What follows belongs to an exercise in optimizing a design on an open flow for small area; a production flow would make more cautious choices. In this exercise RTL edits were held to simulation tests only and were not proved equivalent to the original. No activity file was given, so power comes from the tool's default toggle rates.

v14:
## top
module top (
    input  logic clk,
    input  logic rst,
    input  logic sclk,
    input  logic cs_n,
    input  logic mosi,
    output logic miso,
    input  logic signed [15:0] input_current,
    output logic [2:0] spikes
);
Size in the first run: about 530 flip-flops, about 25 I/O pins, roughly 25,000 µm² of cells after synthesis.
Settings: LEC_CHECK=0, CAP_MARGIN=20, CORE_MARGIN=2, CORE_UTILIZATION=40, CTS_BUF_LIST=sky130_fd_sc_hd__clkbuf_4, CTS_CLUSTER_SIZE=20, SLEW_MARGIN=20; clock period 14.0 ns.
run.sh (not shown) runs the stock make flow with config.mk's settings and CLKGATE_MAP_FILE= SYNTH_SCRIPT=/design/flow/synth_recipe.tcl, a recipe that flattens the netlist after the stock synthesis.
v14 finished end to end and its layout was clean on timing, DRC and antenna.
### v14 -> v1
Settings: CTS_CLUSTER_SIZE removed (was 20); CTS_BUF_LIST removed (was sky130_fd_sc_hd__clkbuf_4).
==> summary.txt <==
[compare] base=v14 new=v1: routed wire length lower, via count lower, ratio of cells with drive above 1 in the final layout lower.
Compared with v14, v1 is hungrier on power.
v1 vs v14: DRC marker count from the first detailed-route iteration down slightly
Edits applied to the flow inputs when going from v1 to v13:
Settings: CORE_UTILIZATION now 65, was 40; CTS_CLUSTER_DIAMETER now 120, previously not set; CTS_BUF_LIST now sky130_fd_sc_hd__clkbuf_16, previously not set; CTS_CLUSTER_SIZE now 25, previously not set.
==> comparison <==
- v13 vs v1 — delay of the slowest cell on the worst path dropped 0.20 ns.
- Going from v1 to v13, met2 layer wire length in the routed design shrank by a few percent.
- Taking v1 as the reference point, the layout-stage area growth over the synthesis result of v13 falls by 6.4 points.
- [compare] base=v1 new=v13: horizontal die dimension went down, tightest hold margin dropped 0.0066 ns.
- Taking v1 as the reference, in v13 clock group power -about 45%, quantity of gates resized following cts ~0 delta, number of instances in the placed design -330.
- Relative to v1, met2 track utilization from global routing has increased by 19 points in v13.
- Of v13 and v1, the run reporting the higher final worst-path cycle share was v1.
The inputs of v58 differ from those of v13 as listed below.
Settings: CTS_CLUSTER_DIAMETER no longer set, was 120; CTS_BUF_LIST now sky130_fd_sc_hd__clkbuf_2 sky130_fd_sc_hd__clkbuf_4 sky130_fd_sc_hd__clkbuf_8, was sky130_fd_sc_hd__clkbuf_16; CTS_CLUSTER_SIZE now 30, was 25.
Findings:
- Diff v13..v58 | top-level port count | unchanged
- Looking at period utilization, v58 sits 0.22 points below v13.
- Taking v13 as the reference, in v58 maximum buffer depth of the clock tree held, final critical-path setup slack has increased.
- Looking at minimum period implied by the final worst setup slack, v58 sits 0.031 ns lower than v13 does.
- Compared v58 against v13; longest individual stage delay on the worst path within noise.

The RTL this note starts from:
==> flow/design.v <==
module spi_slave_interface (
    input  logic        clk,
    input  logic        rst,
    input  logic        sclk,
    input  logic        cs_n,
    input  logic        mosi,
    output logic        miso,
    output logic        wr_en,
    output logic        rd_pending,
    output logic        addr_valid,    
    output logic [15:0] frame,
    input  logic [15:0] rd_data
);
    localparam logic [5:0] SHIFT_OUT = 6'd33, IDLE = 6'd34;
    logic [5:0]  state;
    logic [15:0] shift_reg;
    logic        rw;           
    logic [15:0] read_buffer;
    logic        rb_loaded;    
    logic [1:0]  sclk_sync;
    wire sclk_rising  = (sclk_sync == 2'b01);
    wire sclk_falling = (sclk_sync == 2'b10);
    wire decode       = state[5] && (state[1:0] == 2'd0);
    wire in_shift     = !state[5] || decode;
    wire in_out       = state[5] && state[0];
    assign frame = shift_reg;
    assign addr_valid = (state == 6'd16);
    always_ff @(posedge clk or posedge rst) begin
        if (rst) begin
            sclk_sync  <= 2'b00;
            state      <= IDLE;
            rw         <= 1'b0;
            wr_en      <= 1'b0;
            rd_pending <= 1'b0;
            rb_loaded  <= 1'b0;
            miso       <= 1'b0;
        end else begin
            sclk_sync <= {sclk_sync[0], sclk};
            if (state[5]) begin
                if (decode)
                    state <= SHIFT_OUT;
                else if (cs_n)
                    state <= IDLE;
                else if (state[1])
                    state <= 6'd0;
            end else if (cs_n)
                state <= 6'd0;
            else if (sclk_rising)
                state <= state + 6'd1;
            if (cs_n)
                rw <= 1'b0;
            else if (addr_valid)
                rw <= shift_reg[15];
            wr_en      <= decode && !rw;
            rd_pending <= decode && rw;
            if (rd_pending)
                rb_loaded <= 1'b1;
            miso <= in_out && rw && rb_loaded && read_buffer[15];
        end
    end
    always_ff @(posedge clk) begin
        if (rd_pending)
            read_buffer <= rd_data;
        else if (in_out && sclk_falling)
            read_buffer <= {read_buffer[14:0], 1'b0};
    end
    always_ff @(posedge clk) begin
        if (!cs_n && in_shift && sclk_rising)
            shift_reg <= {shift_reg[14:0], mosi};
    end
endmodule
module parameter_register_file (
    input  logic        clk,
    input  logic        rst,
    input  logic        wr_en,
    input  logic        rd_pending,
    input  logic        addr_valid,
    input  logic [15:0] frame,
    output logic [15:0] rd_data,
    output logic [15:0] nthreshold,      
    output logic [15:0] nleak,           
    output logic [15:0] reset_potential,
    output logic [15:0] refractory_cycles,
    output logic [2:0][15:0] weight_sum
);
    logic [14:0] a;
    assign a = frame[14:0];
    logic       sel_par, sel_w;
    logic [1:0] sel_i, sel_j;        
    always_ff @(posedge clk)
        if (addr_valid) begin
            sel_par <= (a[14:2] == 13'd0);
            sel_w   <= (a[14:4] == 11'h100) && (a[3:0] < 4'd12);
            sel_i   <= (a[3:0] < 4'd3) ? 2'd0 : (a[3:0] < 4'd6) ? 2'd1 : (a[3:0] < 4'd9) ? 2'd2 : 2'd3;
            sel_j   <= (a[14:2] == 13'd0) ? a[1:0] :
                       (a[3:0] == 4'd0 || a[3:0] == 4'd3 || a[3:0] == 4'd6 || a[3:0] == 4'd9) ? 2'd0 :
                       (a[3:0] == 4'd1 || a[3:0] == 4'd4 || a[3:0] == 4'd7 || a[3:0] == 4'd10) ? 2'd1 : 2'd2;
        end
    wire [15:0] wr_data = frame[15:0];
    always_ff @(posedge clk or posedge rst) begin
        if (rst) begin
            nthreshold        <= 16'd1000 ^ 16'h7fff;
            nleak             <= ~16'd10;
            reset_potential   <= 16'd0;
            refractory_cycles <= 16'd10;
        end else if (wr_en && sel_par) begin
            case (sel_j)
                2'd0: nthreshold        <= wr_data ^ 16'h7fff;
                2'd1: nleak             <= ~wr_data;
                2'd2: reset_potential   <= wr_data;
                2'd3: refractory_cycles <= wr_data;
            endcase
        end
    end
    wire [15:0] wsum_sel = weight_sum[sel_j];
    logic [8:0][15:0] ring;
    logic [1:0] pi, pj;
    logic clearing, pending;
    logic acc_go, acc_on, negate;
    logic [15:0] hold;
    wire last   = (pi == 2'd2) && (pj == 2'd2);
    wire i3     = (sel_i == 2'd3);
    wire at_sel = (pi == sel_i) && (pj == sel_j);
    wire put    = pending && at_sel;
    wire upd    = wr_en && sel_w;
    wire acc_start = acc_go && !acc_on && last;
    wire acc_take  = acc_on && (pj == sel_j);
    wire [15:0] f_a = (upd || acc_start) ? wsum_sel : 16'd0;
    wire [15:0] f_b = upd ? wr_data : acc_take ? ring[0] : 16'd0;
    wire [15:0] f_c = acc_start ? 16'd0 : hold;
    wire [15:0] f   = f_a + f_b - f_c;
    always_ff @(posedge clk) begin
        for (int k = 0; k < 8; k++) ring[k] <= ring[k+1];
        ring[8] <= clearing ? 16'd0 : put ? hold : ring[0];
        if (upd && !i3)
            hold <= wr_data;
        else if (i3) begin
            if (acc_start || acc_take || negate)
                hold <= f;
        end else if (!pending && at_sel)
            hold <= ring[0];
    end
    always_ff @(posedge clk or posedge rst) begin
        if (rst) begin
            pi <= 2'd0;
            pj <= 2'd0;
            clearing <= 1'b1;
            pending <= 1'b0;
            acc_go <= 1'b0;
            acc_on <= 1'b0;
            negate <= 1'b0;
        end else begin
            if (pj == 2'd2) begin
                pj <= 2'd0;
                pi <= (pi == 2'd2) ? 2'd0 : pi + 2'd1;
                if (pi == 2'd2) clearing <= 1'b0;
            end else begin
                pj <= pj + 2'd1;
            end
            if (upd && !i3)
                pending <= 1'b1;
            else if (put)
                pending <= 1'b0;
            acc_go <= addr_valid || (acc_go && !acc_start);
            if (acc_start)
                acc_on <= 1'b1;
            else if (last)
                acc_on <= 1'b0;
            negate <= acc_take;
        end
    end
    always_ff @(posedge clk or posedge rst) begin
        if (rst)
            weight_sum <= '0;
        else if (upd)
            weight_sum[sel_j] <= f;
    end
    always_comb begin
        rd_data = 16'd0;
        if (sel_w)
            rd_data = hold;
        else if (sel_par)
            case (sel_j)
                2'd0: rd_data = nthreshold ^ 16'h7fff;
                2'd1: rd_data = ~nleak;
                2'd2: rd_data = reset_potential;
                2'd3: rd_data = refractory_cycles;
            endcase
    end
endmodule
module lif_neuron (
    input  logic        clk,
    input  logic        rst,
    input  logic [15:0] input_current,
    input  logic [15:0] nleak,         
    input  logic [15:0] nthreshold,    
    input  logic        tmin,          
    input  logic [15:0] reset_potential,
    input  logic [16:0] refractory_load,
    output logic        spike
);
    logic [15:0] p;
    logic [16:0] count;
    wire inr = |count;
    wire [15:0] s = p ^ input_current ^ nleak;
    wire [16:0] k = {(p & input_current) | (p & nleak) | (input_current & nleak), 1'b0};
    wire [16:0] se = {s[15], s};
    logic [17:0] c;
    logic [16:0] v;
    logic [17:0] g;
    wire [16:0] nt = {nthreshold[15], nthreshold[15] ^ 1'b1, nthreshold[14:0]};
    always_comb begin
        c[0] = 1'b1;
        g[0] = 1'b1;
        for (int b = 0; b < 17; b++) begin
            v[b] = se[b] ^ k[b] ^ c[b];
            c[b+1] = (se[b] & k[b]) | (se[b] & c[b]) | (k[b] & c[b]);
        end
        for (int b = 0; b < 17; b++) begin
            logic vb;
            vb = (b == 16) ? ~v[16] : v[b];
            g[b+1] = (vb & nt[b]) | (vb & g[b]) | (nt[b] & g[b]);
        end
    end
    wire under = v[16] & ~v[15];
    wire over  = ~v[16] & v[15];
    wire fire = g[17] | (under & tmin);
    wire [15:0] np = (under | over) ? {v[16], {15{~v[16]}}} : v[15:0];
    always_ff @(posedge clk or posedge rst) begin
        if (rst) begin
            p     <= 16'd0;
            count <= 17'd0;
            spike <= 1'b0;
        end else begin
            spike <= !inr && fire;
            if (!inr)
                p <= fire ? reset_potential : np;
            count <= ({17{!inr && fire}} & refractory_load) | (count - {16'd0, inr});
        end
    end
endmodule
module fully_connected_neural_network (
    input  logic        clk,
    input  logic        rst,
    input  logic [15:0] input_current,
    input  logic [15:0] nthreshold,
    input  logic [15:0] nleak,
    input  logic [15:0] reset_potential,
    input  logic [15:0] refractory_cycles,
    input  logic [2:0][15:0] weight_sum,
    output logic [2:0]  spikes_layer_2
);
    logic s1;
    logic [2:0] s2;
    wire [16:0] rload = {refractory_cycles == 16'd0, refractory_cycles};
    wire        tmin  = &nthreshold;     
    lif_neuron n1 (
        .clk(clk), .rst(rst), .input_current(input_current),
        .nthreshold(nthreshold), .tmin(tmin), .nleak(nleak), .reset_potential(reset_potential),
        .refractory_load(rload), .spike(s1)
    );
    genvar j;
    generate
        for (j = 0; j < 3; j++) begin : l2
            lif_neuron n2 (
                .clk(clk), .rst(rst), .input_current(weight_sum[j] & {16{s1}}),
                .nthreshold(nthreshold), .tmin(tmin), .nleak(nleak), .reset_potential(reset_potential),
                .refractory_load(rload), .spike(s2[j])
            );
        end
    endgenerate
    always_ff @(posedge clk or posedge rst)
        if (rst) spikes_layer_2 <= 3'b0;
        else     spikes_layer_2 <= s2;
endmodule
module top (
    input  logic clk,
    input  logic rst,
    input  logic sclk,
    input  logic cs_n,
    input  logic mosi,
    output logic miso,
    input  logic signed [15:0] input_current,
    output logic [2:0] spikes
);
    logic wr_en, rd_pending, addr_valid;
    logic [15:0] frame;
    logic [15:0] rd_data, nthreshold, nleak, reset_potential, refractory_cycles;
    logic [2:0][15:0] weight_sum;
    spi_slave_interface spi_inst (
        .clk(clk), .rst(rst), .sclk(sclk), .cs_n(cs_n), .mosi(mosi), .miso(miso),
        .wr_en(wr_en), .rd_pending(rd_pending), .addr_valid(addr_valid),
        .frame(frame), .rd_data(rd_data)
    );
    parameter_register_file reg_file (
        .clk(clk), .rst(rst), .wr_en(wr_en), .rd_pending(rd_pending),
        .addr_valid(addr_valid), .frame(frame), .rd_data(rd_data),
        .nthreshold(nthreshold), .nleak(nleak), .reset_potential(reset_potential),
        .refractory_cycles(refractory_cycles), .weight_sum(weight_sum)
    );
    fully_connected_neural_network nn_inst (
        .clk(clk), .rst(rst), .input_current(input_current), .nthreshold(nthreshold),
        .nleak(nleak), .reset_potential(reset_potential), .refractory_cycles(refractory_cycles),
        .weight_sum(weight_sum), .spikes_layer_2(spikes)
    );
endmodule
==> flow/config.mk <==
export PLATFORM = sky130hd
export DESIGN_NAME = top
export DESIGN_NICKNAME = top
export VERILOG_FILES = /design/flow/design.v
export SDC_FILE = /design/flow/constraint.sdc
export NUM_CORES = 4
export LEC_CHECK = 0
export CAP_MARGIN = 20
export CORE_MARGIN = 2
export CORE_UTILIZATION = 75
export SLEW_MARGIN = 20
==> flow/constraint.sdc <==
create_clock -name core_clock -period 14.0 [get_ports {clk}]
set_input_delay 2.8000 -clock core_clock [delete_from_list [all_inputs] [get_ports {clk}]]
set_output_delay 2.8000 -clock core_clock [all_outputs]
set_load 0.01 [all_outputs]
standard.sh (not shown) runs the stock make flow with config.mk's settings and CLKGATE_MAP_FILE= SYNTH_SCRIPT=/design/flow/synth_recipe.tcl, a recipe that flattens the netlist after the stock synthesis.
==> flow/flow/run.sh <==
#!/bin/bash
# Own flow: the standard ORFS flow with three changes that only affect
# how the cells are chosen:
#  - synthesis maps the combinational logic with an area-oriented ABC script
#    (flow/abc_area.script in place of ORFS's abc_speed.script). Synthesis is
#    otherwise the standard one (synth_recipe.tcl: -nofsm -noshare, flattened,
#    renamed), so the registers, their names and cell types are unchanged;
#  - every input and output port still gets its own buffer, but a buf_1;
#  - clock tree: clkbuf_16 sink clusters of at most 20 flip-flops, without
#    dummy loads.
# Every step after synthesis is standard.sh's own.
set -euo pipefail
W=$(pwd)

# a copy of ORFS's scripts with the ABC script swapped
rm -rf "$W/scripts_area"
mkdir -p "$W/scripts_area"
cp -r "$FLOW_HOME/scripts/." "$W/scripts_area/"
cp "$W/flow/abc_area.script" "$W/scripts_area/abc_speed.script"

# synthesis (make reads SCRIPTS_DIR from the environment)
SCRIPTS_DIR="$W/scripts_area" bash "$W/standard.sh" synth > "$W/synth.log" 2>&1

# floorplan to final layout, the standard way, from that netlist
bash "$W/standard.sh" \
  "BUFFER_PORTS_ARGS=-buffer_cell sky130_fd_sc_hd__buf_1" \
  "CTS_ARGS=-sink_clustering_enable -repair_clock_nets -sink_clustering_size 20 -sink_clustering_max_diameter 100 -buf_list sky130_fd_sc_hd__clkbuf_16 -dont_use_dummy_load" \
  finish > "$W/layout.log" 2>&1

test -f "$W/out/final.def"
==> flow/flow/abc_area.script <==
&get -n
&st
&syn2
&dch -f
&nf -p -a -R 1000
&st
&syn2
&dch -f
&nf -p -a -R 1000
&st
&dch -f
&nf -p -a -R 1000
&put
topo
stime -c
The baseline completed with no timing, DRC or antenna violations.
Rerun with:
--- a/flow/flow/run.sh
+++ b/flow/flow/run.sh
@@ -26,3 +26,3 @@
   "BUFFER_PORTS_ARGS=-buffer_cell sky130_fd_sc_hd__buf_1" \
-  "CTS_ARGS=-sink_clustering_enable -repair_clock_nets -sink_clustering_size 20 -sink_clustering_max_diameter 100 -buf_list sky130_fd_sc_hd__clkbuf_16 -dont_use_dummy_load" \
+  "CTS_ARGS=-sink_clustering_enable -repair_clock_nets -sink_clustering_size 24 -sink_clustering_max_diameter 110 -buf_list sky130_fd_sc_hd__clkbuf_16 -dont_use_dummy_load" \
   finish > "$W/layout.log" 2>&1
- CAP_MARGIN: 20 -> 5
- SLEW_MARGIN: 20 -> 5
Total power shrinks by 2.5%.
Worst setup slack improved by 19 ps.
Sequential share of layout area grows by 0.21 points.
Design area shrinks by 0.44%.
Synthesized area stays the same.
Die area stays the same.
Non-clock buffer count stays the same.
Via count shrinks by 0.83%.
Wire length shrinks by 0.57%.
Clock skew stays flat.
Flip-flop and latch count does not change.
Rerun with:
- CAP_MARGIN: 5 -> 20
- CORE_UTILIZATION: 75 -> 65
- CTS_BUF_LIST: unset -> sky130_fd_sc_hd__clkbuf_16
- CTS_CLUSTER_DIAMETER: unset -> 100
- CTS_CLUSTER_SIZE: unset -> 20
- SLEW_MARGIN: 5 -> 20
Outcome: Area after synthesis is unchanged. Final cell count is higher by about 2.4%. Via count drops by about 3%. Total power barely changes. Count of clock-buffer cells in the layout stays the same. Fmax went down by 1.4%. Non-clock buffer count rises by 2. Cell area increases by about 0.46%. Hold slack gains 11 ps. Worst setup slack loses 170 ps. Die area rose by 15%.
Rerun with:
--- a/flow/flow/run.sh
+++ b/flow/flow/run.sh
@@ -8,3 +8,3 @@
 #  - every input and output port still gets its own buffer, but a buf_1;
-#  - clock tree: clkbuf_16 sink clusters of at most 20 flip-flops, without
+#  - clock tree: clkbuf_16 sink clusters of at most 24 flip-flops, without
 #    dummy loads.
- CORE_UTILIZATION: 65 -> 75
- CTS_BUF_LIST: sky130_fd_sc_hd__clkbuf_16 -> unset
- CTS_CLUSTER_DIAMETER: 100 -> unset
- CTS_CLUSTER_SIZE: 20 -> unset
The new run produced a clean layout.
Register-to-register slack improves by 160 ps.
Setup slack improves by 140 ps.
Clock power drops slightly.
Non-clock buffer count came out lower by 2.
Design area goes down slightly.
Core utilization went up by 9.8 points.
Via count rose by a few percent.
Die area falls by roughly a tenth.
Routed wire length rose slightly.
Total power is about the same.
Cell count came out lower by a few percent.

-- re-timing with driven ports --
The results above use ideal ports. As a check the final layouts listed here were re-extracted and re-timed, cells and wires unchanged.
Step 1 (the two cells are an assumption about what drives the block):
set clk [get_ports {clk}]
set_driving_cell -lib_cell sky130_fd_sc_hd__clkbuf_16 $clk
set_driving_cell -lib_cell sky130_fd_sc_hd__buf_2 [delete_from_list [all_inputs] $clk]
Step 2, shift: input delay + t, output delay - t, t = (earliest + latest rising clock arrival at the registers) / 2. This alone moves slack from input paths to output paths.
Three values: no drivers, after step 1, after step 2; two values: the first two.
run	t (ns)	setup slack, ns	worst setup path at the end	clock arrival spread, ns	worst slew at a driven data input, ns
v14	1.004	2.398 / 2.418 / 1.415	input to register	0.081 / 0.081	0.06
v1	0.667	1.984 / 2.006 / 1.339	input to register	0.017 / 0.016	0.06
v13	0.640	2.160 / 2.188 / 1.548	input to register	0.041 / 0.040	0.04
v58	0.695	2.191 / 2.217 / 1.523	input to register	0.061 / 0.061	0.04
the first run of note 2	0.605	2.448 / 2.480 / 1.874	input to register	0.039 / 0.039	0.04
the second run of note 2	0.593	2.467 / 2.500 / 1.906	input to register	0.031 / 0.031	0.04
the third run of note 2	0.609	2.301 / 2.327 / 1.718	input to register	0.060 / 0.059	0.04
the fourth run of note 2	0.594	2.442 / 2.475 / 1.881	input to register	0.032 / 0.032	0.04
After both steps every run listed still meets setup and hold. For v14, which loses most, drivers alone change the setup slack by +0.020 ns; drivers and shift together by -0.983 ns.
